Background: an optimization exercise with open tools, aiming at small area. Do not read the settings as production practice. The RTL was checked by simulation tests, not by an equivalence proof against the original design.

Setup of old:
==> flow/design.v <==
`timescale 1ns / 1ps
module ipmb_watchdog # (
   parameter integer TIMEOUT = 5000
)
(
    input clk,
    input rst,
    output [29:0] gpio_0,
    output [31:0] gpio_1,
    input [1:0] scl_i_in,
    input [1:0] scl_t_in,
    input [1:0] sda_i_in,
    input [1:0] sda_t_in,
    input [1:0] sv_scl_o,
    input [1:0] sv_scl_t,
    input ms_scl_o,
    input ms_scl_t,
    input [1:0] sv_sda_o,
    input [1:0] sv_sda_t,
    input ms_sda_o,
    input ms_sda_t
);
    localparam [12:0] MATCH_MSK = 13'h07fe;
    localparam [12:0] MATCH_VAL = 13'h06be;
    wire [19:0] x = {ms_sda_t, ms_sda_o, sv_sda_t[1], sv_sda_o[1], sv_sda_t[0], sv_sda_o[0],
                     ms_scl_t, ms_scl_o, sv_scl_t[1], sv_scl_o[1], sv_scl_t[0], sv_scl_o[0],
                     sda_t_in[1], sda_i_in[1], sda_t_in[0], sda_i_in[0],
                     scl_t_in[1], scl_i_in[1], scl_t_in[0], scl_i_in[0]};
    reg  [12:0] cnt [0:19];
    reg  [19:0] sflag;      
    wire [19:0] hit;        
    wire [19:0] ev;         
    genvar i, j;
    generate
        for (i = 0; i < 20; i = i + 1) begin : g_single
            assign hit[i] = (cnt[i] & MATCH_MSK) == MATCH_VAL;
            assign ev[i]  = ~x[i] & hit[i];
            always @(posedge clk) begin
                if (rst | x[i] | hit[i])
                    cnt[i] <= 13'd0;
                else
                    cnt[i] <= {~cnt[i][11:0], cnt[i][12] ^ cnt[i][2]};
                if (rst)
                    sflag[i] <= 1'b1;
                else if (ev[i])
                    sflag[i] <= 1'b0;
            end
        end
    endgenerate
    reg  [9:0] sel;         
    wire [9:0] pev;         
    reg  [9:4] pflag;       
    reg  [7:0] gcnt [0:3];
    generate
        for (i = 0; i < 10; i = i + 1) begin : g_pair
            assign pev[i] = ~x[2*i] & ~x[2*i+1] & (sel[i] ? hit[2*i] : hit[2*i+1]);
            always @(posedge clk) begin
                if (rst)
                    sel[i] <= 1'b1;
                else
                    sel[i] <= x[2*i] | (~x[2*i+1] & sel[i]);
            end
            if (i < 4) begin : g_cnt
                wire [8:0] k;
                assign k[0] = pev[i] & ~&gcnt[i];
                for (j = 0; j < 8; j = j + 1) begin : g_k
                    assign k[j+1] = k[j] & gcnt[i][j];
                end
                always @(posedge clk) begin
                    if (rst)
                        gcnt[i] <= 8'd0;
                    else
                        gcnt[i] <= gcnt[i] ^ k[7:0];
                end
            end else begin : g_flag
                always @(posedge clk) begin
                    if (rst)
                        pflag[i] <= 1'b1;
                    else if (pev[i])
                        pflag[i] <= 1'b0;
                end
            end
        end
    endgenerate
    wire [3:0] cflag;
    assign cflag[0] = ~|gcnt[0];
    assign cflag[1] = ~|gcnt[1];
    assign cflag[2] = ~|gcnt[2];
    assign cflag[3] = ~|gcnt[3];
    assign gpio_0 = {pflag[9:7], sflag[19:14], pflag[6:4], sflag[13:8],
                     cflag[3:2], sflag[7:4], cflag[1:0], sflag[3:0]};
    assign gpio_1 = {gcnt[3], gcnt[2], gcnt[1], gcnt[0]};
endmodule
Settings: LEC_CHECK=0, ABC_AREA=1, CAP_MARGIN=20, CORE_MARGIN=2, CORE_UTILIZATION=70, PLACE_DENSITY=0.8, SLEW_MARGIN=20; clock period 10.0 ns.
standard.sh (not shown) runs the stock make flow with config.mk's settings and CLKGATE_MAP_FILE= SYNTH_SCRIPT=/design/flow/synth_recipe.tcl, a recipe that flattens the netlist after the stock synthesis.
==> flow/flow/run.sh <==
#!/bin/bash
# Standard ORFS layout, with small port buffers, a lighter clock tree, and
# synthesis cells brought to their smallest drive strength before floorplanning.
set -euo pipefail
here=$(pwd)
export PRE_FLOORPLAN_TCL="$here/flow/downsize.tcl"
export BUFFER_PORTS_ARGS="-buffer_cell sky130_fd_sc_hd__buf_1"
export CTS_ARGS="-sink_clustering_enable -repair_clock_nets -dont_use_dummy_load -buf_list {sky130_fd_sc_hd__clkbuf_8} -root_buf sky130_fd_sc_hd__clkbuf_8 -sink_clustering_size 20 -sink_clustering_max_diameter 60"
bash standard.sh finish > flow_make.log 2>&1
==> flow/flow/downsize.tcl <==
# Run before floorplanning, on the standard synthesis netlist. Registers are
# left as they are; only the combinational cells change.
set_dont_use $::env(DONT_USE_CELLS)

# drop synthesis buffers, then re-map the combinational logic for area
remove_buffers
file mkdir $::env(OBJECTS_DIR)/rmp
restructure -liberty_file [lindex $::env(LIB_FILES) 0] -target area \
  -tielo_port [join $::env(TIELO_CELL_AND_PORT) /] \
  -tiehi_port [join $::env(TIEHI_CELL_AND_PORT) /] \
  -work_dir $::env(OBJECTS_DIR)/rmp
report_design_area

# Give every combinational cell the smallest drive strength of its function
# (timing has several ns of slack; repair_design re-buffers any net that needs it).
set n 0
set saved 0.0
foreach inst [get_cells *] {
  set master [get_property $inst ref_name]
  if { ![regexp {^(sky130_fd_sc_hd__[a-z0-9]+)_([0-9]+)$} $master -> base drv] } { continue }
  if { [string match "*__df*" $base] || [string match "*__sdf*" $base] || [string match "*__edf*" $base] } { continue }
  if { [string match "*__conb*" $base] || [string match "*tap*" $base] || [string match "*__clk*" $base] } { continue }
  set best ""
  set best_area [get_property [get_lib_cells */$master] area]
  foreach d {0 1 2} {
    if { $d >= $drv } { break }
    set cand [get_lib_cells -quiet */${base}_$d]
    if { [llength $cand] == 0 } { continue }
    if { [get_property $cand dont_use] } { continue }
    set a [get_property $cand area]
    if { $a < $best_area } { set best ${base}_$d; set best_area $a }
  }
  if { $best ne "" } {
    set saved [expr { $saved + [get_property [get_lib_cells */$master] area] - $best_area }]
    replace_cell $inst [get_lib_cells */$best]
    incr n
  }
}
puts "downsize: resized $n cells, saving [format %.1f $saved] um2"
report_design_area
old finished every stage and its layout cleared the timing, design-rule and antenna checks.
### old -> new
- swapping 20 for 0 in SLEW_MARGIN
- swapping 20 for 0 in CAP_MARGIN
==> flow/flow/run.sh <==
#!/bin/bash
# Standard ORFS layout, with small port buffers, a lighter clock tree, and
# synthesis cells brought to their smallest drive strength before floorplanning.
set -euo pipefail
here=$(pwd)
export PRE_FLOORPLAN_TCL="$here/flow/downsize.tcl"
export BUFFER_PORTS_ARGS="-buffer_cell sky130_fd_sc_hd__buf_1"
export CTS_ARGS="-sink_clustering_enable -repair_clock_nets -dont_use_dummy_load -buf_list {sky130_fd_sc_hd__clkbuf_4} -root_buf sky130_fd_sc_hd__clkbuf_4 -sink_clustering_size 11 -sink_clustering_max_diameter 45"
bash standard.sh finish > flow_make.log 2>&1
--- a/flow/flow/downsize.tcl
+++ b/flow/flow/downsize.tcl
@@ -6,8 +6,11 @@
 remove_buffers
 file mkdir $::env(OBJECTS_DIR)/rmp
-restructure -liberty_file [lindex $::env(LIB_FILES) 0] -target area \
-  -tielo_port [join $::env(TIELO_CELL_AND_PORT) /] \
-  -tiehi_port [join $::env(TIEHI_CELL_AND_PORT) /] \
-  -work_dir $::env(OBJECTS_DIR)/rmp
+# two passes: the second one still finds some area to recover
+foreach pass {1 2} {
+  restructure -liberty_file [lindex $::env(LIB_FILES) 0] -target area \
+    -tielo_port [join $::env(TIELO_CELL_AND_PORT) /] \
+    -tiehi_port [join $::env(TIEHI_CELL_AND_PORT) /] \
+    -work_dir $::env(OBJECTS_DIR)/rmp
+}
 report_design_area
 
Findings:
- Setup slack after layout: lower on old
- Across both runs, global router's overall resource usage was higher for new than for old.
- Final period demand of the worst path in new vs old: down 0.066 ns
- Per the comparison of new with old, routed wire length shows an increase of about 1.5%; met2 wire length shows an increase of about 4.4%; final count of hold timing violations shows no meaningful change; fmax shows an increase of 1.7%; critical path depth shows an increase of 14.

afterwards: timing with drivers on the ports:
The flow's constraints put no driver on any port. The routed layouts listed below were extracted and timed again, unchanged, in two steps.
Step 1: set_driving_cell puts a clkbuf_16 on clk and a buf_2 on each other input, an assumption about the parent block.
Step 2 moves the port delays by t, midway between the first and last clock arrival at a register: inputs arrive t later, outputs are due t later. That takes back most of the time a late clock gives input paths.
Three values: ideal, step 1, step 2; two values: the first two.
run | t (ns) | setup WS [ns] | worst hold slack (ns) | worst setup path after step 2 | worst data-port slew with drivers (ns)
old | 0.534 | 6.104 / 6.067 / 5.612 | 0.347 / 0.347 / 0.347 | input to register | 0.06
new | 0.617 | 6.170 / 6.183 / 5.567 | 0.344 / 0.344 / 0.344 | input to register | 0.04
After both steps every run listed still meets setup and hold. The setup slack of new, which loses most, moves by +0.013 ns with the drivers and by -0.603 ns with both steps.
